Background: an optimization exercise with open tools, aiming at small area. Do not read the settings as production practice.
At most, simulation tests tie the RTL to the original design; equivalence was not proved.
For run 2, only the layout was checked, not whether the RTL still works.
Power figures rest on the tool's default switching activity, not on a simulated workload.

`flow/config.mk`:
```
export PLATFORM = sky130hd
export DESIGN_NAME = Guitar_Villains
export DESIGN_NICKNAME = Guitar_Villains
export VERILOG_FILES = /design/flow/design.v
export SDC_FILE = /design/flow/constraint.sdc
export NUM_CORES = 4
export LEC_CHECK = 0
export ABC_AREA = 1
export CAP_MARGIN = 20
export CORE_MARGIN = 2
export CORE_UTILIZATION = 60
export CTS_BUF_LIST = sky130_fd_sc_hd__clkbuf_16
export CTS_CLUSTER_DIAMETER = 100
export CTS_CLUSTER_SIZE = 24
export SLEW_MARGIN = 20
```
`flow/constraint.sdc`:
```
create_clock -name core_clock -period 20.0 [get_ports {clk}]
set_input_delay 4.0000 -clock core_clock [delete_from_list [all_inputs] [get_ports {clk}]]
set_output_delay 4.0000 -clock core_clock [all_outputs]
set_load 0.01 [all_outputs]
```
`flow/design.v`:
```
module gv_sync (
  input  logic clk, n_rst, in,
  output logic edge_o
);
  logic s1, s2, s3;
  always_ff @(posedge clk, negedge n_rst)
    if (!n_rst) {s1, s2, s3} <= 3'b0;
    else        {s1, s2, s3} <= {in, s1, s2};
  assign edge_o = s2 & ~s3;
endmodule
module gv_row (
  input  logic        clk, n_rst,
  input  logic        pushed,       
  input  logic        idle,
  input  logic        p37,          
  input  logic        set_win,      
  input  logic        clr_win,      
  input  logic        cnt_le,       
  output logic [15:0] nh, nm,
  output logic        good, missed
);
  logic sc, win, hit, ne1, ne2, chk, g_end, m_end;
  logic [13:0] fcg, fcm;
  logic [15:0] nh_inc, nm_inc;
  always_comb begin
    logic c;
    logic [3:0] d;
    d = nh[3:0];
    c = d[3] | (d[2] & d[1] & d[0]);            
    nh_inc[0] = ~d[0];
    nh_inc[1] = c ? (d[3] & d[0]) : ~(d[1] ^ d[0]);
    nh_inc[2] = ~c & (d[2] ^ (d[1] | d[0]));
    nh_inc[3] = ~c & d[2] & (d[1] | d[0]);
    for (int k = 1; k < 4; k++) begin
      d = nh[4*k +: 4];
      nh_inc[4*k]     = d[0] ^ c;
      nh_inc[4*k + 1] = d[1] ^ (c & d[0] & ~d[3]);
      nh_inc[4*k + 2] = d[2] ^ (c & d[1] & d[0]);
      nh_inc[4*k + 3] = d[3] ^ (c & ((d[2] & d[1] & d[0]) | (d[3] & d[0])));
      c = c & d[3] & d[0];                       
    end
  end
  logic bcd_mode;
  assign bcd_mode = chk & ~hit;
  always_comb begin
    logic c, ov, c4;
    logic [3:0] d, r;
    c = 1'b1;
    for (int k = 0; k < 4; k++) begin
      d = nm[4*k +: 4];
      r[0] = d[0] ^ c;
      r[1] = d[1] ^ (c & d[0]);
      r[2] = d[2] ^ (c & d[1] & d[0]);
      r[3] = d[3] ^ (c & d[2] & d[1] & d[0]);
      c4 = c & d[3] & d[2] & d[1] & d[0];
      ov = c4 | (r[3] & (r[2] | r[1]));
      if (bcd_mode) begin
        nm_inc[4*k]     = r[0];
        nm_inc[4*k + 1] = r[1] ^ ov;
        nm_inc[4*k + 2] = r[2] ^ (ov & ~r[1]);
        nm_inc[4*k + 3] = r[3] ^ (ov & (r[2] | r[1]));
        c = ov;
      end else begin
        nm_inc[4*k +: 4] = r;
        c = c4;
      end
    end
  end
  function automatic [13:0] step14n(input [13:0] a);
    step14n = {a[12:0], a[13] ^ a[12]};
  endfunction
  assign chk = ~ne1 & ne2;
  assign g_end = fcg == ~14'h184b;
  assign m_end = fcm == ~14'h184b;
  always_ff @(posedge clk, negedge n_rst) begin
    if (!n_rst) begin
      sc <= 0; hit <= 0; ne1 <= 0; ne2 <= 0;
      nh <= 0; nm <= 0; good <= 0; missed <= 0;
    end else begin
      if (p37 && set_win) sc <= 1'b1;
      else if (clr_win)   sc <= 1'b0;
      ne1 <= sc;
      ne2 <= ne1;
      if (chk) hit <= 1'b0;
      else if (pushed && win) hit <= 1'b1;
      if (chk && hit) nh <= nh_inc;
      else if (idle)  nh <= 16'd0;
      if ((chk && !hit) || (pushed && !win)) nm <= nm_inc;
      else if (idle) nm <= 16'd0;
      if (sc && pushed) good <= 1'b1;
      else if (good && g_end) good <= 1'b0;
      if (!sc && pushed) missed <= 1'b1;
      else if (missed && m_end) missed <= 1'b0;
    end
  end
  always_ff @(posedge clk) begin
    win <= sc & cnt_le;
    fcg <= (good && !g_end) ? step14n(fcg) : 14'h3fff;
    fcm <= (missed && !m_end) ? step14n(fcm) : 14'h3fff;
  end
endmodule
module gv_notes #(parameter logic [31:0] INIT = 32'h0) (
  input  logic       clk, n_rst,
  input  logic       load24, load31,
  input  logic       entry,      
  input  logic       b,          
  input  logic       scroll,     
  input  logic       done,       
  input  logic       diff,
  output logic [4:0] p,
  output logic [6:0] x,
  output logic       p37
);
  logic [31:0] n;
  logic rd, dec;
  logic [4:0] pm1;
  assign rd = n[p];
  assign dec = entry | (scroll & ~done);
  always_comb begin
    logic bw;
    bw = 1'b1;
    for (int k = 0; k < 5; k++) begin
      pm1[k] = p[k] ^ bw;
      bw = bw & ~p[k];
    end
  end
  always_ff @(posedge clk, negedge n_rst) begin
    if (!n_rst) begin
      n <= INIT; p37 <= 1'b0;
    end else begin
      for (int j = 0; j < 32; j++)
        if (entry && p == 5'((j + 25) % 32)) n[j] <= b;
      if (diff) p37 <= 1'b0;
      else if (scroll) p37 <= x[4];
    end
  end
  always_ff @(posedge clk) begin
    if (load24) p <= 5'd24;
    else if (load31) p <= 5'd31;
    else if (dec) p <= pm1;
    if (load24) x <= n[31:25];
    else if (diff) x <= 7'd0;
    else if (scroll) x <= {x[5:0], rd & ~done};
    else if (entry) begin
      if (p == 5'd25) x <= n[31:25];
      else x <= {x[5:0], (p <= 5'd24) ? rd : 1'b0};
    end
  end
endmodule
module Guitar_Villains(
    input logic clk,
    input logic n_rst,
    input logic [3:0]button,
    input logic chip_select,
    output logic [6:0]top_row,
    output logic [6:0]bottom_row,
    output logic red_disp,
    output logic green_disp,
    output logic [6:0]ss0,
    output logic [6:0]ss1
);
  localparam IDLE = 3'd1;
  localparam EDIT = 3'd2;
  localparam DIFF = 3'd3;
  localparam RUN = 3'd4;
  localparam PAUSE = 3'd5;
  localparam FINISH = 3'd6;
  function automatic [4:0] bdig(input [3:0] a, input [3:0] b, input ci, input weird);
    logic [4:0] c;
    logic [3:0] z;
    logic ov, k;
    c[0] = ci;
    for (int i = 0; i < 4; i++) begin
      z[i] = a[i] ^ b[i] ^ c[i];
      c[i+1] = (a[i] & b[i]) | (c[i] & (a[i] ^ b[i]));
    end
    ov = c[4] | (z[3] & (z[2] | z[1]));
    k = ov & (z[2] | z[1]);
    bdig[0] = z[0];
    bdig[1] = z[1] ^ ov;
    bdig[2] = z[2] ^ (ov & ~z[1]);
    bdig[3] = z[3] ^ k;
    bdig[4] = weird ? ov & ~(c[4] & z[3] & (z[2] | z[1])) : ov;
  endfunction
  function automatic [15:0] badd(input [15:0] a, input [15:0] b, input ci, input weird);
    logic [4:0] d;
    logic c;
    c = ci;
    for (int i = 0; i < 4; i++) begin
      d = bdig(a[4*i +: 4], b[4*i +: 4], c, weird);
      badd[4*i +: 4] = d[3:0];
      c = d[4];
    end
  endfunction
  function automatic [3:0] comp9(input [3:0] a);
    comp9 = (a <= 4'd9) ? 4'd9 - a : 4'd0;
  endfunction
  function automatic [6:0] seg7(input [3:0] a);
    case (a)
      4'd0: seg7 = 7'b0111111;
      4'd1: seg7 = 7'b0000110;
      4'd2: seg7 = 7'b1011011;
      4'd3: seg7 = 7'b1001111;
      4'd4: seg7 = 7'b1100110;
      4'd5: seg7 = 7'b1101101;
      4'd6: seg7 = 7'b1111101;
      4'd7: seg7 = 7'b0000111;
      4'd8: seg7 = 7'b1111111;
      4'd9: seg7 = 7'b1100111;
      default: seg7 = 7'b0000000;
    endcase
  endfunction
  logic e0, e1, e2, e3, e3r;
  gv_sync sy0 (.clk(clk), .n_rst(n_rst), .in(button[0]), .edge_o(e0));
  gv_sync sy1 (.clk(clk), .n_rst(n_rst), .in(button[1]), .edge_o(e1));
  gv_sync sy2 (.clk(clk), .n_rst(n_rst), .in(button[2] & ~chip_select), .edge_o(e2));
  gv_sync sy3 (.clk(clk), .n_rst(n_rst), .in(button[3] & ~chip_select), .edge_o(e3));
  gv_sync sy4 (.clk(clk), .n_rst(n_rst), .in(button[3]), .edge_o(e3r));
  logic [2:0] mode;
  logic [1:0] level;
  logic m_idle, m_edit, m_diff, m_run, m_pause, m_fin;
  assign m_idle  = mode == IDLE;
  assign m_edit  = mode == EDIT;
  assign m_diff  = mode == DIFF;
  assign m_run   = mode == RUN;
  assign m_pause = mode == PAUSE;
  assign m_fin   = mode == FINISH;
  logic [5:0] fp;
  logic finish;
  assign finish = fp == 6'h34;
  always_ff @(posedge clk, negedge n_rst) begin
    if (!n_rst) mode <= IDLE;
    else if (e2) begin
      case (mode)
        IDLE: mode <= EDIT;
        EDIT: mode <= DIFF;
        DIFF: mode <= RUN;
        RUN: mode <= PAUSE;
        PAUSE: mode <= RUN;
        default: mode <= IDLE;
      endcase
    end else if (e3) begin
      if (!m_edit) mode <= FINISH;
    end else if (finish) mode <= FINISH;
  end
  always_ff @(posedge clk, negedge n_rst) begin
    if (!n_rst) level <= 2'd1;
    else if (m_diff && e1) level <= (level == 2'd1) ? 2'd2 : (level == 2'd2) ? 2'd3 : 2'd1;
  end
  localparam logic [16:0] C50000 = 17'h05de1, C40000 = 17'h13ec6, C30000 = 17'h06390;
  localparam logic [16:0] C39000 = 17'h0581d, C29000 = 17'h0f637, C19000 = 17'h10d19;
  localparam logic [16:0] C11000 = 17'h1c182, C59999 = 17'h12d38, CLAST = 17'h10000;
  logic [16:0] cnt, cnt_step;
  logic hz, ge60k;
  logic at_lim, set_win, clr_win;
  always_comb begin
    case (level)
      2'd2: begin at_lim = cnt == C40000; set_win = cnt == C29000; end
      2'd3: begin at_lim = cnt == C30000; set_win = cnt == C19000; end
      default: begin at_lim = cnt == C50000; set_win = cnt == C39000; end
    endcase
  end
  assign clr_win = cnt == C11000;
  assign cnt_step = {cnt[15:0], ~(cnt[16] ^ cnt[13]) ^ (&cnt[15:0])};
  always_ff @(posedge clk, negedge n_rst) begin
    if (!n_rst) begin
      cnt <= 0; hz <= 0; ge60k <= 0;
    end else begin
      hz <= at_lim & m_run;
      cnt <= (at_lim & m_run) ? 17'd0 : cnt_step;
      ge60k <= (cnt == C59999) | (ge60k & (cnt != CLAST));
    end
  end
  always_ff @(posedge clk, negedge n_rst) begin
    if (!n_rst) fp <= 0;
    else if (finish) fp <= 0;
    else if (hz) fp <= {fp[4:0], ~(fp[5] ^ fp[4])};
  end
  logic ts, tg, tr, first;
  logic [4:0] p1, p2, position;
  logic [6:0] x1, x2;
  logic p37_1, p37_2;
  logic done, scroll, load24;
  logic ent, ent1, ent2;
  assign scroll = m_run & hz;
  assign ent = m_edit & (e0 ^ e1);
  assign ent1 = ent & ~ts;
  assign ent2 = ent & ts;
  assign first = ~(tg | tr);
  assign load24 = m_idle | m_fin;
  gv_notes #(.INIT(32'hcccccccc)) nt1 (.clk(clk), .n_rst(n_rst), .load24(load24), .load31(m_diff), .entry(ent1), .b(e1), .scroll(scroll),
    .done(done), .diff(m_diff), .p(p1), .x(x1), .p37(p37_1));
  gv_notes #(.INIT(32'haaaaaaaa)) nt2 (.clk(clk), .n_rst(n_rst), .load24(load24), .load31(m_diff), .entry(ent2), .b(e1), .scroll(scroll),
    .done(done), .diff(m_diff), .p(p2), .x(x2), .p37(p37_2));
  always_ff @(posedge clk) begin
    ts <= m_edit & (ts ^ e3r);
    tg <= m_edit & ~ts;
    tr <= m_edit & ts;
    position <= m_edit ? (ts ? p2 : p1) : 5'd24;
    if (m_diff) done <= 1'b0;
    else if (scroll && p1 == 5'd0) done <= 1'b1;
  end
  logic [15:0] nh1, nm1, nh2, nm2;
  logic good1, good2, missed1, missed2;
  gv_row r1 (.clk(clk), .n_rst(n_rst), .pushed(m_run & e0), .idle(m_idle), .p37(p37_1),
    .set_win(set_win), .clr_win(clr_win), .cnt_le(~ge60k), .nh(nh1), .nm(nm1), .good(good1), .missed(missed1));
  gv_row r2 (.clk(clk), .n_rst(n_rst), .pushed(m_run & e1), .idle(m_idle), .p37(p37_2),
    .set_win(set_win), .clr_win(clr_win), .cnt_le(~ge60k), .nh(nh2), .nm(nm2), .good(good2), .missed(missed2));
  logic [15:0] th, tm, tsc, tm9;
  logic [7:0] hits8, misses8, score, dneg;
  logic is_neg, flash_on, fl;
  logic [16:0] fc;
  assign th = badd(nh1, nh2, 1'b0, 1'b0);
  assign tm = badd(nm1, nm2, 1'b0, 1'b1);
  assign tm9 = {comp9(tm[15:12]), comp9(tm[11:8]), comp9(tm[7:4]), comp9(tm[3:0])};
  assign tsc = badd(th, tm9, 1'b1, 1'b0);
  assign hits8 = (th[15:8] != 8'h00) ? 8'h99 : th[7:0];
  assign misses8 = ((tm[15:8] != 8'h00) || (tm[7:4] > 4'd9) || (tm[7:4] == 4'd9 && tm[3:0] > 4'd9)) ? 8'h99 : tm[7:0];
  logic z0;
  assign z0 = tsc[3:0] == 4'd0;
  assign dneg[3:0] = z0 ? 4'd0 : 4'd10 - tsc[3:0];
  assign dneg[7:4] = 4'd9 - tsc[7:4] + {3'b0, z0};
  assign is_neg = tsc[15] | (tsc[14] & (tsc[13] | tsc[12]));
  assign flash_on = ~is_neg | ~fl;
  always_comb begin
    if (tsc[15:8] == 8'h00) score = tsc[7:0];
    else if (tsc[15:8] == 8'h99 && tsc[7:0] != 8'h00) score = dneg;
    else score = 8'h99;
  end
  always_ff @(posedge clk, negedge n_rst) begin
    if (!n_rst) begin
      fc <= 0; fl <= 0;
    end else if (is_neg) begin
      fc <= (fc == 17'h0546b) ? 17'd0 : {fc[15:0], ~(fc[16] ^ fc[13])};
      if (fc == 17'h0546b) fl <= 1'b0;
      else if (fc == 17'h12ef0) fl <= 1'b1;
    end
  end
  logic [7:0] hs;
  logic [1:0] sm;
  always_ff @(posedge clk, negedge n_rst) begin
    if (!n_rst) begin
      hs <= 0; sm <= 0;
    end else begin
      if (m_fin && score > hs && !is_neg) hs <= score;
      if (e0) sm <= sm + 2'd1;
    end
  end
  logic [7:0] dv, pbcd;
  logic den;
  always_comb begin
    case (position)    
      5'd0: pbcd = 8'h07;  5'd1: pbcd = 8'h08;  5'd2: pbcd = 8'h09;  5'd3: pbcd = 8'h10;
      5'd4: pbcd = 8'h11;  5'd5: pbcd = 8'h12;  5'd6: pbcd = 8'h13;  5'd7: pbcd = 8'h14;
      5'd8: pbcd = 8'h15;  5'd9: pbcd = 8'h16;  5'd10: pbcd = 8'h17; 5'd11: pbcd = 8'h18;
      5'd12: pbcd = 8'h19; 5'd13: pbcd = 8'h20; 5'd14: pbcd = 8'h21; 5'd15: pbcd = 8'h22;
      5'd16: pbcd = 8'h23; 5'd17: pbcd = 8'h24; 5'd18: pbcd = 8'h25; 5'd19: pbcd = 8'h26;
      5'd20: pbcd = 8'h27; 5'd21: pbcd = 8'h28; 5'd22: pbcd = 8'h29; 5'd23: pbcd = 8'h30;
      5'd24: pbcd = 8'h31; 5'd25: pbcd = 8'h00; 5'd26: pbcd = 8'h01; 5'd27: pbcd = 8'h02;
      5'd28: pbcd = 8'h03; 5'd29: pbcd = 8'h04; 5'd30: pbcd = 8'h05; default: pbcd = 8'h06;
    endcase
  end
  always_comb begin
    dv = score;
    den = flash_on;
    if (m_edit) begin
      dv = pbcd; den = 1'b1;
    end else if (m_fin) begin
      case (sm)
        2'd1: begin dv = hs; den = 1'b1; end
        2'd2: begin dv = hits8; den = 1'b1; end
        2'd3: begin dv = misses8; den = 1'b1; end
        default: ;
      endcase
    end
  end
  always_comb begin
    top_row = 7'b0; bottom_row = 7'b0; red_disp = 1'b0; green_disp = 1'b0;
    ss0 = 7'b0; ss1 = 7'b0;
    if (!chip_select) begin
      case (mode)
        IDLE: begin top_row = 7'h7f; bottom_row = 7'h7f; end
        EDIT: begin
          green_disp = tg; red_disp = tr;
          if (!first) begin top_row = x2; bottom_row = x1; end
          ss0 = seg7(dv[3:0]); ss1 = seg7(dv[7:4]);
        end
        DIFF: begin
          ss0 = seg7({2'b0, level}); ss1 = 7'b1011110;
        end
        RUN, PAUSE: begin
          green_disp = good1 | good2; red_disp = missed1 | missed2;
          top_row = x1; bottom_row = x2;
          if (den) begin ss0 = seg7(dv[3:0]); ss1 = seg7(dv[7:4]); end
        end
        FINISH: begin
          green_disp = (sm == 2'd1) | (sm == 2'd2);
          red_disp = (sm == 2'd1) | (sm == 2'd3);
          if (den) begin ss0 = seg7(dv[3:0]); ss1 = seg7(dv[7:4]); end
        end
        default: ;
      endcase
    end
  end
endmodule
```
`flow/flow/run.sh`:
```
#!/bin/bash
# Own layout flow: the standard ORFS flow (standard.sh, unchanged synthesis),
# with two settings passed to ORFS's own scripts through the environment:
#  - port buffers use the smallest buffer cell instead of clkdlybuf4s50_1;
#  - clock tree synthesis without dummy loads, with clkbuf_16 leaf clusters of up to 24 sinks.
# Each tool's full output stays in orfs/logs/; make's output goes to flow.log.
set -euo pipefail
export BUFFER_PORTS_ARGS="-buffer_cell sky130_fd_sc_hd__buf_1"
export CTS_ARGS="-sink_clustering_enable -repair_clock_nets -dont_use_dummy_load -buf_list sky130_fd_sc_hd__clkbuf_16 -sink_clustering_size 24 -sink_clustering_max_diameter 100"
bash standard.sh > flow.log 2>&1
```
`flow/standard.sh`:
```
#!/bin/bash
# synth_recipe.tcl (not shown) runs the flow's synth.tcl, then flattens the netlist and writes it again
# the make line also repeats each setting of config.mk as NAME=value (left out here)
make -C /OpenROAD-flow-scripts/flow DESIGN_CONFIG=/design/flow/config.mk WORK_HOME=/design/flow/orfs CLKGATE_MAP_FILE= SYNTH_SCRIPT=/design/flow/synth_recipe.tcl "${@:-finish}"
```
==> flow_summary.toml, run 1 <==
[clocking]
htree_num_levels = 1
post-cts-setup-buffers = 0
cts_buffers = 17
cts.clk_slew.worst_paths_ps = 90
cts_buffer_depth = 3
clock_latency_ps = 530
cts_tree = "done"
clkSinkCount = 307
hold_buffers = 0
cts_root_buf = "clkbuf_16"

[route]
antenna_left = 0
routed_via_density = 5.64
wire_per_inst_um = 16.0
drtIter0Drc = 1072
via_count = 14800
firstDrtPassIters = 5
wl_um = 42200
drc = 0

[hold_path]
min_path_cells = 0
min_path_type = "register to register"

[yosys]
syn_nets = 2375
synth_cell_types = 61
syn_area_um2 = 18000
synth_seq_area_share_pct = 41.2
synth.area.top_cells = "dfrtp_1, dfxtp_1, nand2_1"
ys.warnings.count = 5
async_flop_share_pct = 70.0
synth.most_common_cell = "nand2_1"
syn_inst = 2229
syn_avg_cell_area_um2 = 8.07
synthFlopType = "dfrtp_1"
synth_edf_count = 14
synthTopCellsByCount = "nand2_1, inv_1, nor2_1, dfrtp_1, o21ai_0"
yosys.area.top_type = "dfrtp_1"
ys_ff_latch = 307
yosysTopAreaCellShare_pct = 25.2

[timing]
setup_viol = 0
whs_ps = 355
min_period_ps = 18940
hold_viol_final = 0
finalCritPeriodShare_pct = 94.7
fin_tns_setup_ps = 0
slew_headroom_pct = 27.2
max_freq_mhz = 52.8
rsz0062_at_grt = "false"
finClkSkew_ps = 84.3
worst_slew_pin_slew_ps = 1090
slew_viol_final = 0

[power_and_ir_drop]
p_leak_nw = 8.86
peakVddDrop_v = 0.000155
power_density_nw_per_um2 = 145

[setup_path]
cp.arrival_ps = 14940
critPathKind = "register to primary output"
path_delay_family = "adder cells"
crit_top_cell = "fa_1"
max_stage_delay_ps = 610
reg2regPathDepth = 60
path_depth = 58
critPathMaxFanout = 5
crit_slowest_cell = "fa_1"
cp_data_required_time_ps = 16000
cp-start-kind = "register"
critPathBufInv = 11
critPathCaptureType = "primary output"

[run]
drv_cap = 0

[grt]
grt_pass1_vias = 14400
grt_pass1_wl_um = 69800
grt_overflow_total = 0
antenna_found_initial = 0
grt_use_total_pct = 27.2
grt_max_degree = 64

[placed_design]
place_area_um2 = 18500
gp_congestion = 0.899
hpwlAfterDp_um = 31500
port_buffers = 36

[final_layout]
nFillCells = 2593
areaGrowthSynthToFinish_pct = 5.22
drive_above_1_share_pct = 7.24
nets = 2387
diodes = 0
postLayoutCellArea_um2 = 18900

[die]
die_w_um = 177
die_h_um = 177
start_util_pct = 60.8
core_um2 = 29600
fp-row-count = 63
die_area_um2 = 31400
io_pins = 37

[run_status]
status = "timing/DRC/antenna clean"
-- routing by layer --
metal	share of wire, %	global-route usage [%]	vias up
met1	45	36.1	7087
li1	-	-	7386
met3	3.7	2.34	64
met5	0	0	-
met2	49	48.0	303
met4	2.4	6.99	0
-- per-stage QoR --
step	setup slack, ps	utilization (%)	cells	power (mW)
floorplan	2690	-	2229	2.01
global placement	1840	62.6	2612	2.33
detailed placement	1430	62.6	2612	2.38
CTS	903	64.0	2629	2.74
global route	189	64.0	2629	3.03
finish	1060	64.0	2629	2.75
-- cell families (layout without fill, tap and decap cells) --
| logic type | Yosys count | in the layout | synth area share, % |
|---|---|---|---|
| DFF | 307 | 307 | 41.2 |
| adders and majority gates | 139 | 139 | 11.5 |
| buffers and inverters | 430 | 440 | 9.06 |
| AOI/OAI and AO/OA | 502 | 502 | 16.2 |
| and+or+nand+nor | 816 | 816 | 20.3 |
| muxes | 2 | 2 | 0.125 |
| xor gates and xnor gates | 33 | 33 | 1.61 |
-- state kept, by name, summed over array words and instances (netlist names), 14 cells and up --
signal,count
r1.nh,16
r2.nh,16
r1.nm,16
fc,17
cnt,17
nt1.n,32
r2.fcm,14
r2.nm,16
r2.fcg,14
r1.fcg,14
r1.fcm,14
nt2.n,32
-- placed cells by master, fill, tap and decap left out, types with 15 or more instances in the layout --
master       n
nand2_1    386
inv_1      352
nor2_1     190
dfrtp_1    181
o21ai_0    172
a21oi_1    134
ha_1        94
dfxtp_1     78
nand3_1     67
a31oi_1     54
o22ai_1     48
fa_1        45
nand4_1     39
or2_2       37
buf_1       35
dfstp_2     34
nor4_1      23
nor3_1      21
xor2_1      18
clkbuf_16   17
nand2_2     16
a22oi_1     16
xnor2_1     15
-- area by class of cell --
| class | count | area [um^2] | area share, % |
|---|---|---|---|
| multi-input combinational | 1492 | 8970 | 47.4 |
| sequential | 307 | 7400 | 39.1 |
| inverter | 375 | 1410 | 7.45 |
| tap | 390 | 488 | 2.58 |
| clock buffer | 17 | 425 | 2.25 |
| timing repair buffer | 48 | 229 | 1.21 |
-- path summary, 6_finish.rpt --
check / startpoint / to / slack [ps]
min: sy0.s1 / sy0.s2 / 360
min reg2reg: sy0.s1 / sy0.s2 / 360
max: r1.nm[0] / ss1[5] / 1060
max reg2reg: r1.nm[0] / hs[5] / 5390
min in group asynchronous: n_rst / r2.nm[7] / 3560
max in group asynchronous: n_rst / nt2.n[14] / 14560
-- power breakdown --
part	switching, mW	internal (mW)	total [mW]	leakage [nW]
combinational	1.04	0.548	1.59	5.13
clock	0.196	0.153	0.349	0.209
sequential	0.0763	0.734	0.810	3.52
-- repair_timing --
item	CTS	global route
resized for setup	0	1
endpoints found under the hold margin	0	0
endpoints found under the setup margin	0	1
-- worst register-to-register path: cells and delay by family, from the launching register on --
family	cells	cell delay, ps
adder cells (fa/ha/maj)	24	8940
AND/OR/NAND/NOR	18	2490
AO/OA/AOI/OAI	6	1420
buffers and inverters	10	900
flip-flops	1	440
XOR/XNOR	2	390
==> run 2: changes to the inputs <==
--- a/flow/design.v
+++ b/flow/design.v
@@ -345,3 +345,3 @@
       if (m_fin && score > hs && !is_neg) hs <= score;
-      if (e0) sm <= sm + 2'd1;
+      if (e0) sm <= {sm[0], ~sm[1]};    
     end
@@ -362,2 +362,5 @@
   end
+  logic m_rp, show_x;
+  assign m_rp = m_run | m_pause;
+  assign show_x = ~chip_select & (m_rp | (m_edit & ~first));
   always_comb begin
@@ -367,2 +370,4 @@
       dv = pbcd; den = 1'b1;
+    end else if (m_diff) begin
+      dv = {6'b0, level}; den = 1'b1;
     end else if (m_fin) begin
@@ -370,34 +375,21 @@
         2'd1: begin dv = hs; den = 1'b1; end
-        2'd2: begin dv = hits8; den = 1'b1; end
-        2'd3: begin dv = misses8; den = 1'b1; end
+        2'd3: begin dv = hits8; den = 1'b1; end
+        2'd2: begin dv = misses8; den = 1'b1; end
         default: ;
       endcase
-    end
+    end else if (m_idle) den = 1'b0;
   end
+  logic [6:0] s0, s1;
+  assign s0 = seg7(dv[3:0]);
+  assign s1 = m_diff ? 7'b1011110 : seg7(dv[7:4]);
+  assign ss0 = (den & ~chip_select) ? s0 : 7'b0;
+  assign ss1 = (den & ~chip_select) ? s1 : 7'b0;
+  assign top_row = (~chip_select & m_idle) ? 7'h7f : show_x ? (m_edit ? x2 : x1) : 7'b0;
+  assign bottom_row = (~chip_select & m_idle) ? 7'h7f : show_x ? (m_edit ? x1 : x2) : 7'b0;
   always_comb begin
-    top_row = 7'b0; bottom_row = 7'b0; red_disp = 1'b0; green_disp = 1'b0;
-    ss0 = 7'b0; ss1 = 7'b0;
+    green_disp = 1'b0; red_disp = 1'b0;
     if (!chip_select) begin
-      case (mode)
-        IDLE: begin top_row = 7'h7f; bottom_row = 7'h7f; end
-        EDIT: begin
-          green_disp = tg; red_disp = tr;
-          if (!first) begin top_row = x2; bottom_row = x1; end
-          ss0 = seg7(dv[3:0]); ss1 = seg7(dv[7:4]);
-        end
-        DIFF: begin
-          ss0 = seg7({2'b0, level}); ss1 = 7'b1011110;
-        end
-        RUN, PAUSE: begin
-          green_disp = good1 | good2; red_disp = missed1 | missed2;
-          top_row = x1; bottom_row = x2;
-          if (den) begin ss0 = seg7(dv[3:0]); ss1 = seg7(dv[7:4]); end
-        end
-        FINISH: begin
-          green_disp = (sm == 2'd1) | (sm == 2'd2);
-          red_disp = (sm == 2'd1) | (sm == 2'd3);
-          if (den) begin ss0 = seg7(dv[3:0]); ss1 = seg7(dv[7:4]); end
-        end
-        default: ;
-      endcase
+      if (m_edit) begin green_disp = tg; red_disp = tr; end
+      else if (m_rp) begin green_disp = good1 | good2; red_disp = missed1 | missed2; end
+      else if (m_fin) begin green_disp = sm[0]; red_disp = sm[0] ^ sm[1]; end
     end
==> flow/flow/run.sh (replaced) <==
#!/bin/bash
# Own layout flow: the standard ORFS flow (standard.sh), with settings
# passed to ORFS's own scripts through the environment:
#  - half-adder cells are not used (Yosys's extract_fa then leaves half-adder
#    logic to ABC, which maps it with smaller gates); registers are unchanged;
#  - port buffers use the smallest buffer cell instead of clkdlybuf4s50_1;
#  - clock tree synthesis without dummy loads, clkbuf_16 leaf clusters of up
#    to 24 sinks.
# Each tool's full output stays in orfs/logs/; make's output goes to flow.log.
set -euo pipefail
export DONT_USE_CELLS="sky130_fd_sc_hd__ha_1 sky130_fd_sc_hd__ha_2 sky130_fd_sc_hd__ha_4"
export BUFFER_PORTS_ARGS="-buffer_cell sky130_fd_sc_hd__buf_1"
export CTS_ARGS="-sink_clustering_enable -repair_clock_nets -dont_use_dummy_load -buf_list sky130_fd_sc_hd__clkbuf_16 -sink_clustering_size 24 -sink_clustering_max_diameter 100"
bash standard.sh > flow.log 2>&1
==> run 2 against run 1 <==
  * First-iteration DRC count rose by 13%
  * Largest cell class unchanged
  * Critical endpoint is now ss1[3]
  * Highest routed layer unchanged
  * Setup slack improved by 180 ps
  * Synthesized cell count rose by 0.90%
==> flow_summary.toml, run 2 <==
[timing]
setup_viol = 0
finalCritPeriodShare_pct = 93.8
worst_slack_ps = 1240
fin_tns_setup_ps = 0
whs_ps = 357
hold_viol_final = 0
slew_viol_final = 0
finClkSkew_ps = 52.2
max_freq_mhz = 53.3
slew_headroom_pct = 36.8
worst_slew_pin_slew_ps = 948
rsz0062_at_grt = "false"
min_period_ps = 18760

[clocking]
clock_latency_ps = 520
cts_tree = "done"
htree_num_levels = 1
cts.clk_slew.worst_paths_ps = 100
cts_buffers = 16
post-cts-setup-buffers = 0
cts_buffer_depth = 3
hold_buffers = 0
cts_root_buf = "clkbuf_16"
post_cts_resized = 0
clkSinkCount = 307

[yosys]
synth.area.top_cells = "dfrtp_1, nand2_1, dfxtp_1"
syn_area_um2 = 17800
yosys.area.top_type = "dfrtp_1"
yosysTopAreaCellShare_pct = 25.4
syn_inst = 2249
synthFlopType = "dfrtp_1"
synth.most_common_cell = "nand2_1"
synth_cell_types = 62
synth_seq_area_share_pct = 41.5
ys.warnings.count = 5
syn_nets = 2395
ys_ff_latch = 307
syn_avg_cell_area_um2 = 7.93
synthTopCellsByCount = "nand2_1, inv_1, nor2_1, o21ai_0, dfrtp_1"
synth_edf_count = 14
async_flop_share_pct = 70.0

[die]
die_h_um = 176
fp-row-count = 63
die_w_um = 176
start_util_pct = 60.5
core_um2 = 29500
die_area_um2 = 31100
io_pins = 37

[route]
drtIter0Drc = 1214
wl_um = 42200
firstDrtPassIters = 7
via_count = 14900
antenna_left = 0
routed_via_density = 5.62
wire_per_inst_um = 15.9
drc = 0

[placed_design]
gp_congestion = 0.915
port_buffers = 36
place_ws_ps = 1690
place_area_um2 = 18300
hpwlAfterDp_um = 31700

[final_layout]
areaGrowthSynthToFinish_pct = 5.10
final_cell_mix = "nand2_1, inv_1, nor2_1"
postLayoutCellArea_um2 = 18700
reg.largest.list = "nt1.n: 32 flops, nt2.n: 32 flops"
nets = 2414
diodes = 0
final_common_cell = "nand2_1"
drive_above_1_share_pct = 6.22

[setup_path]
critPathBufInv = 15
critPathKind = "register to primary output"
max_stage_delay_ps = 540
cp-start-kind = "register"
critPathMaxFanout = 9
cp.arrival_ps = 14760
cp_data_required_time_ps = 16000
crit_slowest_cell = "fa_1"
path_delay_family = "adder cells"
crit_top_cell = "fa_1"
critPathCaptureType = "primary output"

[run]
drv_cap = 0

[power_and_ir_drop]
peakVddDrop_v = 0.000152
power_mw = 2.32
p_leak_nw = 8.83
power_density_nw_per_um2 = 124

[grt]
grt_pass1_wl_um = 69400
grt_overflow_total = 0
grt_pass1_vias = 14300
antenna_found_initial = 0
grt_use_total_pct = 27.3
grt_max_degree = 83

[hold_path]
min_path_type = "register to register"

[run_status]
status = "timing/DRC/antenna clean"
run 2: kinds of logic (layout without fill, tap and decap cells):
family	after synthesis	in the layout	synth area share, %
buffers and inverters	419	436	8.87
adders and majority gates	139	139	11.6
DFF	307	307	41.5
AOI/OAI and AO/OA	446	446	14.3
and+or+nand+nor	907	907	22.2
xor gates and xnor gates	27	27	1.33
muxes	4	4	0.238
run 2: power by group:
group | total, mW | switching (mW) | internal (mW)
logic | 1.19 | 0.787 | 0.402
clock network | 0.339 | 0.195 | 0.144
registers | 0.796 | 0.0714 | 0.724
run 2: layout make-up:
cell class                 instances  area, um^2
tap                              390         488
fill                            2625       10700
clock buffer                      16         400
multi-input combinational       1523        8850
sequential                       307        7400
inverter                         379        1420
timing repair buffer              41         180
run 2: final timing paths:
kind / end / depth (start not counted) / slack [ps] / from
worst max-delay path: ss1[3] / 66 / 1240 / r1.nm[0]
worst min-delay path: sy2.s2 / 0 / 360 / sy2.s1
worst max register to register: hs[2] / 66 / 5530 / r1.nm[0]
worst min register to register: sy2.s2 / 0 / 360 / sy2.s1
max in group asynchronous: nt1.n[5] / 3 / 14880 / n_rst
min in group asynchronous: r1.nh[4] / 2 / 3680 / n_rst
run 2: per-stage QoR:
| stage | utilization (%) | std cells |
|---|---|---|
| final | 63.6 | 2656 |
| after global routing | 63.6 | 2656 |
| after CTS | 63.6 | 2656 |
| after detailed placement | 62.2 | 2640 |
| after global placement | 62.2 | 2640 |
| after floorplan | - | 2249 |
run 2: per-layer routing:
| layer | GRT usage, % | wire [um] | share of wire, % | up-vias |
|---|---|---|---|---|
| li1 | - | - | - | 7369 |
| met1 | 35.7 | 18200 | 43 | 7060 |
| met2 | 47.2 | 20500 | 49 | 402 |
| met3 | 2.65 | 1910 | 4.5 | 88 |
| met4 | 10.4 | 1570 | 3.7 | 0 |
| met5 | 0 | 0 | 0 | - |
==> run 3: changes to the inputs <==
--- a/flow/design.v
+++ b/flow/design.v
@@ -68,8 +68,8 @@
   end
-  function automatic [13:0] step14n(input [13:0] a);
-    step14n = {a[12:0], a[13] ^ a[12]};
+  function automatic [13:0] step14(input [13:0] a);
+    step14 = {a[12:0], a[13] ^ a[12]};
   endfunction
   assign chk = ~ne1 & ne2;
-  assign g_end = fcg == ~14'h184b;
-  assign m_end = fcm == ~14'h184b;
+  assign g_end = &fcg;
+  assign m_end = &fcm;
   always_ff @(posedge clk, negedge n_rst) begin
@@ -97,4 +97,4 @@
     win <= sc & cnt_le;
-    fcg <= (good && !g_end) ? step14n(fcg) : 14'h3fff;
-    fcm <= (missed && !m_end) ? step14n(fcm) : 14'h3fff;
+    fcg <= (good && !g_end) ? step14(fcg) : 14'h01aa;
+    fcm <= (missed && !m_end) ? step14(fcm) : 14'h01aa;
   end
@@ -309,3 +309,3 @@
   logic [15:0] th, tm, tsc, tm9;
-  logic [7:0] hits8, misses8, score, dneg;
+  logic [7:0] score, dneg;
   logic is_neg, flash_on, fl;
@@ -316,4 +316,5 @@
   assign tsc = badd(th, tm9, 1'b1, 1'b0);
-  assign hits8 = (th[15:8] != 8'h00) ? 8'h99 : th[7:0];
-  assign misses8 = ((tm[15:8] != 8'h00) || (tm[7:4] > 4'd9) || (tm[7:4] == 4'd9 && tm[3:0] > 4'd9)) ? 8'h99 : tm[7:0];
+  logic sat_h, sat_m;
+  assign sat_h = th[15:8] != 8'h00;
+  assign sat_m = (tm[15:8] != 8'h00) || (tm[7:4] > 4'd9) || (tm[7:4] == 4'd9 && tm[3:0] > 4'd9);
   logic z0;
@@ -365,14 +366,17 @@
   assign show_x = ~chip_select & (m_rp | (m_edit & ~first));
+  logic [7:0] dvr;
+  logic sat;
   always_comb begin
-    dv = score;
+    dvr = score;
     den = flash_on;
+    sat = 1'b0;
     if (m_edit) begin
-      dv = pbcd; den = 1'b1;
+      dvr = pbcd; den = 1'b1;
     end else if (m_diff) begin
-      dv = {6'b0, level}; den = 1'b1;
+      dvr = {6'b0, level}; den = 1'b1;
     end else if (m_fin) begin
       case (sm)
-        2'd1: begin dv = hs; den = 1'b1; end
-        2'd3: begin dv = hits8; den = 1'b1; end
-        2'd2: begin dv = misses8; den = 1'b1; end
+        2'd1: begin dvr = hs; den = 1'b1; end
+        2'd3: begin dvr = th[7:0]; sat = sat_h; den = 1'b1; end
+        2'd2: begin dvr = tm[7:0]; sat = sat_m; den = 1'b1; end
         default: ;
@@ -381,2 +385,3 @@
   end
+  assign dv = sat ? 8'h99 : dvr;
   logic [6:0] s0, s1;
==> flow/flow/run.sh (replaced) <==
#!/bin/bash
# Own layout flow: the standard ORFS flow (standard.sh) with these changes,
# all passed to ORFS's own scripts:
#  - half-adder cells are added to the don't-use list, so Yosys's extract_fa
#    leaves XOR logic to ABC, which maps it with smaller gates (the registers
#    and everything else in synthesis are unchanged);
#  - port buffers use the smallest buffer cell instead of clkdlybuf4s50_1;
#  - clock tree synthesis without dummy loads, clkbuf_16 leaf clusters of up
#    to 24 sinks.
# Each tool's full output stays in orfs/logs/; make's output goes to flow.log.
set -euo pipefail
platform_dont_use=$(sed -n '/^export DONT_USE_CELLS += /,/[^\\]$/p' \
  "$FLOW_HOME/platforms/sky130hd/config.mk" | tr -d '\\' | sed 's/export DONT_USE_CELLS += //' | tr -s ' \n' ' ')
export BUFFER_PORTS_ARGS="-buffer_cell sky130_fd_sc_hd__buf_1"
export CTS_ARGS="-sink_clustering_enable -repair_clock_nets -dont_use_dummy_load -buf_list sky130_fd_sc_hd__clkbuf_16 -sink_clustering_size 24 -sink_clustering_max_diameter 100"
bash standard.sh "DONT_USE_CELLS=$platform_dont_use sky130_fd_sc_hd__ha_1 sky130_fd_sc_hd__ha_2 sky130_fd_sc_hd__ha_4" finish > flow.log 2>&1
--- a/flow/config.mk
+++ b/flow/config.mk
@@ -10,6 +10,4 @@
 export CORE_MARGIN = 2
-export CORE_UTILIZATION = 60
-export CTS_BUF_LIST = sky130_fd_sc_hd__clkbuf_16
-export CTS_CLUSTER_DIAMETER = 100
-export CTS_CLUSTER_SIZE = 24
+export CORE_UTILIZATION = 75
+export PLACE_DENSITY = 0.85
 export SLEW_MARGIN = 20
==> run 3 against run 2 <==
  * Sequential share of layout area rose by 1.7 points
  * Core utilization rose by 16 points
  * Worst hold slack got worse by 46 ps
  * Combinational power fell by 6%
  * Clock skew fell by 4.2 ps
  * Sequential power fell by 1%
  * Critical path depth fell by 8
  * Via count rose by 3.2%
  * Largest cell class unchanged
  * Clock power rose by 2%
  * Area after synthesis fell by 3.7%
  * Non-clock buffer count fell by 2
  * First-iteration DRC count rose by 42%
==> flow_summary.toml, run 3 <==
[route]
wl_um = 41200
drc = 0
routed_via_density = 5.94
antenna_left = 0
drtIter0Drc = 1724
via_count = 15400
firstDrtPassIters = 6
wire_per_inst_um = 15.9

[timing]
max_freq_mhz = 57.6
hold_viol_final = 0
min_period_ps = 17370
setup_viol = 0
finClkSkew_ps = 48.0
finalCritPeriodShare_pct = 86.8
slew_viol_final = 0
worst_slew_pin_slew_ps = 1080
slew_headroom_pct = 28.0
rsz0062_at_grt = "false"
fin_tns_setup_ps = 0

[clocking]
cts_buffers = 17
post-cts-setup-buffers = 0
post_cts_resized = 0
clkSinkCount = 307
cts.clk_slew.worst_paths_ps = 90
cts_root_buf = "clkbuf_16"
htree_num_levels = 1
hold_buffers = 0
cts_tree = "done"
clock_latency_ps = 510
cts_buffer_depth = 3

[grt]
use_met3_pct = 3.51
grt_pass1_vias = 14300
grt_overflow_total = 0
met2_usage_pct = 57.0
grt_max_degree = 79
busiest_layer = "met2"
antenna_found_initial = 0
grt.met1_usage_pct = 48.3
grt_pass1_wl_um = 67200
grt_use_total_pct = 34.1

[setup_path]
reg2regPathDepth = 60
critPathKind = "register to primary output"
cp_data_required_time_ps = 16000
r2r-start = "r2.nm[0]"
r2r_slack_ps = 7250
critPathCaptureType = "primary output"
path_delay_family = "adder cells"
cp.arrival_ps = 13370
crit_slowest_cell = "fa_1"
critPathBufInv = 11
crit_top_cell = "fa_1"
max_stage_delay_ps = 620
critPathMaxFanout = 8
cp-start-kind = "register"
reg2reg_to = "hs[1]"

[final_layout]
diodes = 0
reg.largest.list = "nt1.n: 32 flops, nt2.n: 32 flops"
drive_above_1_share_pct = 5.55
final_cell_mix = "nand2_1, inv_1, nor2_1"
nets = 2359
final_cell_count_no_fill = 2590
final_common_cell = "nand2_1"
areaGrowthSynthToFinish_pct = 4.52

[power_and_ir_drop]
p_int_mw = 1.22
sw_frac_of_total_pct = 45.9
power_mw = 2.26
netSwitchingPower_mw = 1.03
p_leak_nw = 8.40
p_comb_share_pct = 49.8
power_density_nw_per_um2 = 126
clockPowerShare_pct = 15.4
peakVddDrop_v = 0.000122
pwr-share-seq_pct = 34.8

[yosys]
ys.warnings.count = 5
synth.area.top_cells = "dfrtp_1, nand2_1, dfxtp_1"
synth.most_common_cell = "nand2_1"
synthFlopType = "dfrtp_1"
syn_avg_cell_area_um2 = 7.50
synthTopCellsByCount = "nand2_1, inv_1, nor2_1, dfrtp_1, o21ai_0"
synth_edf_count = 14
syn_nets = 2343
syn_inst = 2291
yosys.area.top_type = "dfrtp_1"
syn_area_um2 = 17200
synth_cell_types = 60
ys_ff_latch = 307
async_flop_share_pct = 70.0
synth_seq_area_share_pct = 43.1
yosysTopAreaCellShare_pct = 26.4

[placed_design]
port_buffers = 36
post-place-cells = 2573
hpwlAfterDp_um = 30500
gp_congestion = 0.972

[run]
drv_cap = 0

[die]
die_area_um2 = 24100
die_h_um = 155
core_um2 = 22600
start_util_pct = 76.1
die_w_um = 155
io_pins = 37
fp-row-count = 55

[hold_path]
min_path_cells = 0
min_path_type = "register to register"
holdPathEnd = "sy1.s2"
hold_start = "sy1.s1"

[run_status]
status = "timing/DRC/antenna clean"
==> run 3: cell types whose count changed after synthesis, moves of 9 or more <==
cell	delta
nand2_1	+36
nand3_1	+11
a22oi_1	+9
or2_2	-30
nor3_1	-9
inv_1	+34
o21ai_0	-39
ha_1	-94
nor2_1	+87
==> run 3: per-stage QoR <==
stage / hold WS, ps / setup slack, ps / area, um^2 / util (%)
after floorplan: 331 / 4160 / 17200 / -
after global placement: 333 / 3710 / 17500 / 77.7
after detailed placement: 338 / 3210 / 17500 / 77.7
after CTS: 311 / 2720 / 18000 / 79.6
after global routing: 310 / 1760 / 18000 / 79.6
final: 311 / 2630 / 18000 / 79.6
==> run 3: worst max path at each step <==
| stage | from | to | slack [ps] | cells after the start |
|---|---|---|---|---|
| 2_1_floorplan | r2.nm[0] | ss0[5] | 4160 | 53 |
| 3_3_place_gp | r2.nm[0] | ss0[5] | 3710 | 53 |
| 3_5_place_dp | r2.nm[0] | ss0[6] | 3210 | 53 |
| 4_1_cts | r2.nm[0] | ss0[6] | 2720 | 53 |
| 5_1_grt | r2.nm[0] | ss0[3] | 1760 | 63 |
| 6_report | r2.nm[0] | ss0[3] | 2630 | 58 |
==> run 3: area by class of cell <==
type,instances,area [um^2]
repair buffers,39,161
multi-input cells,1524,8040
inverters,418,1570
well taps,285,357
flip-flops and latches,307,7400
clock buffers,17,425
fillers,1540,4610
==> run 3: kinds of logic (layout without fill, tap and decap cells) <==
kind of cell             Yosys count  count (layout)  synth area share, %
AO/OA/AOI/OAI                    440             440                 15.0
XOR/XNOR                          24              24                 1.22
adder cells (fa/ha/maj)           45              45                 5.24
buffers and inverters            460             474                 10.1
flip-flops                       307             307                 43.1
multiplexers                       3               3                0.175
AND/OR/NAND/NOR                 1012            1012                 25.2
==> run 3: power by group through the flow <==
stage / clock network, mW / logic (mW) / registers (mW)
3_5_place_dp: 0 / 1.10 / 0.794
5_1_grt: 0.368 / 1.26 / 0.796
2_1_floorplan: 0 / 0.876 / 0.777
6_report: 0.347 / 1.12 / 0.785
4_1_cts: 0.348 / 1.10 / 0.783
3_3_place_gp: 0 / 1.08 / 0.792
==> run 3: layer usage <==
metal  share of wire [%]  up-vias
met3                 7.8       79
li1                    -     7405
met5                   0        -
met2                  48      751
met4                 2.2        0
met1                  42     7161
==> run 4: changes to the inputs <==
--- a/flow/config.mk
+++ b/flow/config.mk
@@ -10,4 +10,6 @@
 export CORE_MARGIN = 2
-export CORE_UTILIZATION = 75
-export PLACE_DENSITY = 0.85
+export CORE_UTILIZATION = 60
+export CTS_BUF_LIST = sky130_fd_sc_hd__clkbuf_16
+export CTS_CLUSTER_DIAMETER = 100
+export CTS_CLUSTER_SIZE = 24
 export SLEW_MARGIN = 20
==> run 4 against run 3 <==
  * Sequential power about the same
  * Highest routed layer unchanged
  * Count of clock-buffer cells in the layout unchanged
  * Total power about the same
  * Clock power about the same
  * Non-clock buffer count up 1
==> flow_summary.toml, run 4 <==
[setup_path]
critPathMaxFanout = 9
crit_top_cell = "fa_1"
cp_data_required_time_ps = 16000
crit_slowest_cell = "fa_1"
critPathCaptureType = "primary output"
critPathKind = "register to primary output"
max_stage_delay_ps = 630
reg2regPathDepth = 57
crit_path_start = "r2.nm[0]"
cp-start-kind = "register"
r2r-start = "r2.nm[0]"
cp.arrival_ps = 13330
reg2reg_to = "hs[3]"
r2r_slack_ps = 7310
setup.worst_path.end = "ss0[3]"

[timing]
finClkSkew_ps = 33.0
slew_viol_final = 0
finalCritPeriodShare_pct = 86.6
fin_tns_setup_ps = 0
rsz0062_at_grt = "false"
worst_slew_pin_slew_ps = 1020
slew_headroom_pct = 31.6
min_period_ps = 17330
hold_viol_final = 0
setup_viol = 0
max_freq_mhz = 57.7

[die]
fp-row-count = 61
die_w_um = 173
io_pins = 37
die_h_um = 173
core_um2 = 28000
die_area_um2 = 30000
start_util_pct = 61.4

[yosys]
ys.warnings.count = 5
syn_nets = 2343
yosys.area.top_type = "dfrtp_1"
synth_cell_types = 60
async_flop_share_pct = 70.0
synthTopCellsByCount = "nand2_1, inv_1, nor2_1, dfrtp_1, o21ai_0"
yosysTopAreaCellShare_pct = 26.4
synthFlopType = "dfrtp_1"
synth_seq_area_share_pct = 43.1
syn_area_um2 = 17200
synth_edf_count = 14
ys_ff_latch = 307
syn_inst = 2291
synth.area.top_cells = "dfrtp_1, nand2_1, dfxtp_1"
synth.most_common_cell = "nand2_1"
syn_avg_cell_area_um2 = 7.50

[final_layout]
drive_above_1_share_pct = 5.59
areaGrowthSynthToFinish_pct = 5.26
nets = 2360
nFillCells = 2519
final_common_cell = "nand2_1"
final_cell_count_no_fill = 2684
diodes = 0
reg.largest.list = "nt1.n: 32 flops, nt2.n: 32 flops"
final_cell_mix = "nand2_1, inv_1, nor2_1"

[route]
routed_via_density = 5.55
firstDrtPassIters = 5
antenna_left = 0
drtIter0Drc = 1205
wire_per_inst_um = 15.2
drc = 0
via_count = 14900
wl_um = 40900

[clocking]
cts_buffers = 17
post-cts-setup-buffers = 0
clock_latency_ps = 510
clkSinkCount = 307
cts.clk_slew.worst_paths_ps = 100
cts_tree = "done"
htree_num_levels = 1
cts_buffer_depth = 3
cts_root_buf = "clkbuf_16"
post_cts_resized = 0
hold_buffers = 0

[grt]
grt_pass1_vias = 14100
grt_pass1_wl_um = 68300
grt_use_total_pct = 27.3
grt_max_degree = 79
grt_overflow_total = 0
antenna_found_initial = 0

[power_and_ir_drop]
power_density_nw_per_um2 = 125
p_leak_nw = 8.40
peakVddDrop_v = 0.000104

[placed_design]
hpwlAfterDp_um = 30600
post-place-cells = 2667
port_buffers = 36
gp_congestion = 0.954

[hold_path]
min_path_type = "register to register"
hold_start = "sy0.s1"

[run_status]
status = "timing/DRC/antenna clean"

[run]
drv_cap = 0
## run 4: critical path: cells and delay by family, from the launching register on
kind                     cells  cell delay (ps)
buffers and inverters       12              970
AO/OA/AOI/OAI                9             1820
flip-flops                   1              460
AND/OR/NAND/NOR             15             1830
adder cells (fa/ha/maj)     19             7730
## run 4: logic make-up (layout without fill, tap and decap cells)
| kind of cell | after synthesis | in the layout | share of synthesized area, % |
|---|---|---|---|
| xor+xnor | 24 | 24 | 1.22 |
| simple gates | 1012 | 1012 | 25.2 |
| compound gates | 440 | 440 | 15.0 |
| buf+inv | 460 | 475 | 10.1 |
| flops | 307 | 307 | 43.1 |
| fa+ha+maj | 45 | 45 | 5.24 |
| mux | 3 | 3 | 0.175 |
## run 4: power breakdown
part | total [mW] | internal (mW) | leakage [nW] | switching [mW]
Sequential | 0.785 | 0.728 | 3.52 | 0.0573
Combinational | 1.12 | 0.341 | 4.67 | 0.783
Clock | 0.348 | 0.153 | 0.209 | 0.195
Total | 2.26 | 1.22 | 8.40 | 1.04
## run 4: worst min-delay path by stage
stage / to / slack, ps / cells after the start
2_1_floorplan: sy0.s2 / 330 / 0
3_3_place_gp: sy3.s2 / 330 / 0
3_5_place_dp: sy3.s2 / 340 / 0
4_1_cts: sy3.s2 / 360 / 0
5_1_grt: sy2.s2 / 360 / 0
6_report: sy0.s2 / 350 / 0
## run 4: routing by layer
layer | up-vias | GRT usage, % | wire (um)
met3 | 47 | 2.13 | 1790
met2 | 383 | 43.9 | 18600
met1 | 7063 | 40.2 | 19600
met5 | - | 0 | 0
li1 | 7401 | - | -
met4 | 0 | 7.38 | 913
## run 4: layout make-up
class	instances	area, um^2	share of cell area [%]
multi-input combinational	1524	8040	44.4
clock buffer	17	425	2.35
timing repair buffer	40	173	0.954
sequential	307	7400	40.9
tap	378	473	2.61
inverter	418	1570	8.70
## run 4: through the flow
step / setup slack (ps) / power, mW / hold slack, ps / util [%] / instance area (um^2)
finish: 2670 / 2.26 / 353 / 64.6 / 18100
global route: 1670 / 2.45 / 362 / 64.6 / 18100
CTS: 2670 / 2.25 / 357 / 64.6 / 18100
detailed placement: 3180 / 1.90 / 336 / 63.1 / 17700
global placement: 3620 / 1.88 / 333 / 63.1 / 17700
floorplan: 4160 / 1.65 / 331 / - / 17200
==> run 5: changes to the inputs <==
==> flow/flow/run.sh (replaced) <==
#!/bin/bash
# Own layout flow: the standard ORFS flow (standard.sh) with these changes,
# all made through ORFS's own variables:
#  - synthesis maps the logic with an area-oriented ABC script (abc_area.script
#    here: two rounds of &dch / &nf with area recovery, no buffering or gate
#    upsizing); ORFS's scripts are used from a copy whose abc_area.script is
#    this one. Registers and every other synthesis step are unchanged;
#  - half-adder cells are added to the don't-use list, so Yosys's extract_fa
#    leaves XOR logic to ABC;
#  - port buffers use the smallest buffer cell instead of clkdlybuf4s50_1;
#  - clock tree synthesis without dummy loads, clkbuf_16 leaf clusters of up
#    to 24 sinks.
# Each tool's full output stays in orfs/logs/; make's output goes to flow.log.
set -euo pipefail
here=$(pwd)
platform_dont_use=$(sed -n '/^export DONT_USE_CELLS += /,/[^\\]$/p' \
  "$FLOW_HOME/platforms/sky130hd/config.mk" | tr -d '\\' | sed 's/export DONT_USE_CELLS += //' | tr -s ' \n' ' ')
rm -rf "$here/orfs_scripts"
cp -r "$FLOW_HOME/scripts" "$here/orfs_scripts"
cp "$here/flow/abc_area.script" "$here/orfs_scripts/abc_area.script"
export BUFFER_PORTS_ARGS="-buffer_cell sky130_fd_sc_hd__buf_1"
export CTS_ARGS="-sink_clustering_enable -repair_clock_nets -dont_use_dummy_load -buf_list sky130_fd_sc_hd__clkbuf_16 -sink_clustering_size 24 -sink_clustering_max_diameter 100"
bash standard.sh "SCRIPTS_DIR=$here/orfs_scripts" \
  "DONT_USE_CELLS=$platform_dont_use sky130_fd_sc_hd__ha_1 sky130_fd_sc_hd__ha_2 sky130_fd_sc_hd__ha_4" \
  finish > flow.log 2>&1
==> flow/flow/abc_area.script (new file) <==
strash
&get -n
&st
&dch
&nf -R 1000
&st
&dch
&nf -R 1000
&put
topo
stime -c
==> run 5 against run 4 <==
  * Clock power is essentially flat
  * Die area down 6.9%
  * Combinational power is 9% lower
  * Synthesized cell count is 25% lower
  * Register-to-register slack worse by 2500 ps
  * Clock skew is 6.8 ps higher
  * Largest power group unchanged
  * Wire length shrank 3.6%
  * First-iteration DRC count grew 15%
  * Design area decreased by 5.3%
==> flow_summary.toml, run 5 <==
[final_layout]
drive_above_1_share_pct = 4.24
final_cell_count_no_fill = 2128
areaGrowthSynthToFinish_pct = 7.22
diodes = 0
nFillCells = 2240
postLayoutCellArea_um2 = 17100
reg.largest.list = "nt1.n: 32 flops, nt2.n: 32 flops"
final_common_cell = "nand2_1"
nets = 1847
final_cell_mix = "nand2_1, dfrtp_1, o21ai_0"

[die]
core_um2 = 26100
io_pins = 37
die_w_um = 167
start_util_pct = 61.1
fp-row-count = 59
die_area_um2 = 27900
die_h_um = 167

[setup_path]
r2r_slack_ps = 4800
cp-start-kind = "register"
reg2reg_to = "hs[0]"
critPathKind = "register to primary output"
max_stage_delay_ps = 660
crit_top_cell = "fa_1"
crit_slowest_cell = "o21ai_0"
cp.arrival_ps = 14970
cp_data_required_time_ps = 16000
reg2regPathDepth = 52
r2r-start = "r1.nm[0]"
critPathMaxFanout = 8
critPathCaptureType = "primary output"

[timing]
worst_slew_pin_slew_ps = 1060
slew_headroom_pct = 29.2
min_period_ps = 18970
slew_viol_final = 0
finalCritPeriodShare_pct = 94.8
fin_tns_setup_ps = 0
setup_viol = 0
hold_viol_final = 0
rsz0062_at_grt = "false"
max_freq_mhz = 52.7
finClkSkew_ps = 39.8

[clocking]
cts_buffer_depth = 3
post_cts_resized = 0
htree_num_levels = 1
clock_latency_ps = 510
cts_root_buf = "clkbuf_16"
cts.clk_slew.worst_paths_ps = 90
cts_buffers = 17
clkSinkCount = 307
hold_buffers = 0
post-cts-setup-buffers = 0
cts_tree = "done"

[yosys]
synth.most_common_cell = "nand2_1"
yosysTopAreaCellShare_pct = 28.4
synth_seq_area_share_pct = 46.4
synthFlopType = "dfrtp_1"
synth_edf_count = 14
ys_ff_latch = 307
synthTopCellsByCount = "nand2_1, dfrtp_1, o21ai_0, nor2_1, a21oi_1"
syn_area_um2 = 16000
syn_avg_cell_area_um2 = 9.28
yosys.area.top_type = "dfrtp_1"
async_flop_share_pct = 70.0
synth.area.top_cells = "dfrtp_1, dfxtp_1, fa_1"
syn_inst = 1722
syn_nets = 1774
synth_cell_types = 68
ys.warnings.count = 5

[grt]
grt_use_total_pct = 28.6
grt_max_degree = 158
grt_pass1_vias = 12700
antenna_found_initial = 0
grt_pass1_wl_um = 65600
grt_overflow_total = 0

[placed_design]
hpwlAfterDp_um = 28300
gp_congestion = 0.937
place_area_um2 = 16700
port_buffers = 36
post-place-cells = 2111

[run_status]
status = "timing/DRC/antenna clean"

[run]
drv_cap = 0

[power_and_ir_drop]
power_density_nw_per_um2 = 127
p_leak_nw = 6.67
peakVddDrop_v = 0.0000988
power_mw = 2.18

[route]
drtIter0Drc = 1390
wire_per_inst_um = 18.5
firstDrtPassIters = 6
routed_via_density = 6.25
via_count = 13300
antenna_left = 0
drc = 0
wl_um = 39400

[hold_path]
min_path_cells = 0
min_path_type = "register to register"
hold_start = "sy2.s1"
holdPathEnd = "sy2.s2"
## run 5: cell types whose count changed after synthesis, moves of 20 or more
cell	previous run	this run
o22ai_1	43	10
inv_1	397	0
nand2_1	471	230
nand2_2	25	0
clkinv_1	9	76
clkbuf_1	40	0
and2_0	0	47
nor2b_1	0	47
a22oi_1	12	32
xnor2_1	7	38
nor2_1	308	127
nand2b_1	0	51
## run 5: critical path: cells and delay by family (launching register included)
family,cells,cell delay (ps)
compound gates,13,3510
buf+inv,9,870
flops,1,480
fa+ha+maj,19,7680
xor+xnor,1,420
simple gates,10,1490
## run 5: report_power, final
| part | total (mW) | switching (mW) | leakage, nW | internal [mW] |
|---|---|---|---|---|
| Sequential | 0.817 | 0.0931 | 3.52 | 0.724 |
| Combinational | 1.02 | 0.648 | 2.94 | 0.368 |
| Clock | 0.347 | 0.195 | 0.209 | 0.153 |
| Total | 2.18 | 0.936 | 6.67 | 1.24 |
## run 5: layout make-up
type                       count  area, um^2  area share [%]
inverter                      76         285            1.67
multi-input combinational   1337        8290            48.4
sequential                   307        7400            43.2
clock buffer                  17         425            2.48
timing repair buffer          56         302            1.76
tap                          335         419            2.45
## run 5: how the worst max path moves through the flow
| stage | start | end | slack [ps] | cells past startpoint |
|---|---|---|---|---|
| 2_1_floorplan | r1.nm[0] | ss0[5] | 2370 | 46 |
| 3_3_place_gp | r1.nm[0] | ss0[5] | 2150 | 52 |
| 3_5_place_dp | r1.nm[0] | ss0[3] | 1690 | 52 |
| 4_1_cts | r1.nm[0] | ss0[3] | 1180 | 52 |
| 5_1_grt | r1.nm[0] | ss0[3] | 30 | 52 |
| 6_report | r1.nm[0] | ss0[3] | 1030 | 52 |
## run 5: cell families after synthesis
group,after synthesis,synth area share [%]
compound gates,506,19.9
xor+xnor,52,2.85
fa+ha+maj,47,5.76
buf+inv,78,1.83
flops,307,46.4
mux,30,2.00
simple gates,702,21.3
## run 5: per-layer routing
metal / GRT usage, % / share of wire [%] / up-vias
met5: 0 / 0 / -
li1: - / - / 6377
met1: 39.9 / 44 / 6415
met4: 8.81 / 3.2 / 0
met3: 3.24 / 5.6 / 76
met2: 47.7 / 47 / 436
## run 5: through the flow
step                      worst slack, ps  util (%)  hold WS (ps)
final                                1030      65.5           355
after global routing                 33.0      65.5           368
after CTS                            1180      65.5           358
after detailed placement             1690      63.9           336
after global placement               2150      63.9           333
after floorplan                      2370         -           331

==> re-timing with driven ports <==
The flow's constraints put no driver on any port. The routed layouts listed below were extracted and timed again, unchanged, in two steps.
Step 1 sets driving cells, clkbuf_16 on the clock port and buf_2 on the other inputs (assumed; they add their load-dependent delay and slew).
Step 2 also shifts input and output timing later by t, the mid clock arrival at the registers, as if the neighbouring blocks saw the same clock.
a / b / c = no drivers / after step 1 / after step 2; a / b = the first two.
run | t (ns) | slack for setup (ns) | worst data-port slew with drivers (ns) | pins driven straight from the clock port
run 1 | 0.544 | 1.060 / 1.007 / 1.551 | 0.06 | 1
run 2 | 0.552 | 1.239 / 1.184 / 1.736 | 0.03 | 1
run 3 | 0.534 | 2.634 / 2.583 / 3.117 | 0.03 | 1
run 4 | 0.547 | 2.673 / 2.620 / 3.167 | 0.03 | 1
run 5 | 0.544 | 1.033 / 0.982 / 1.526 | 0.06 | 1
After both steps setup and hold are still met in every run listed.
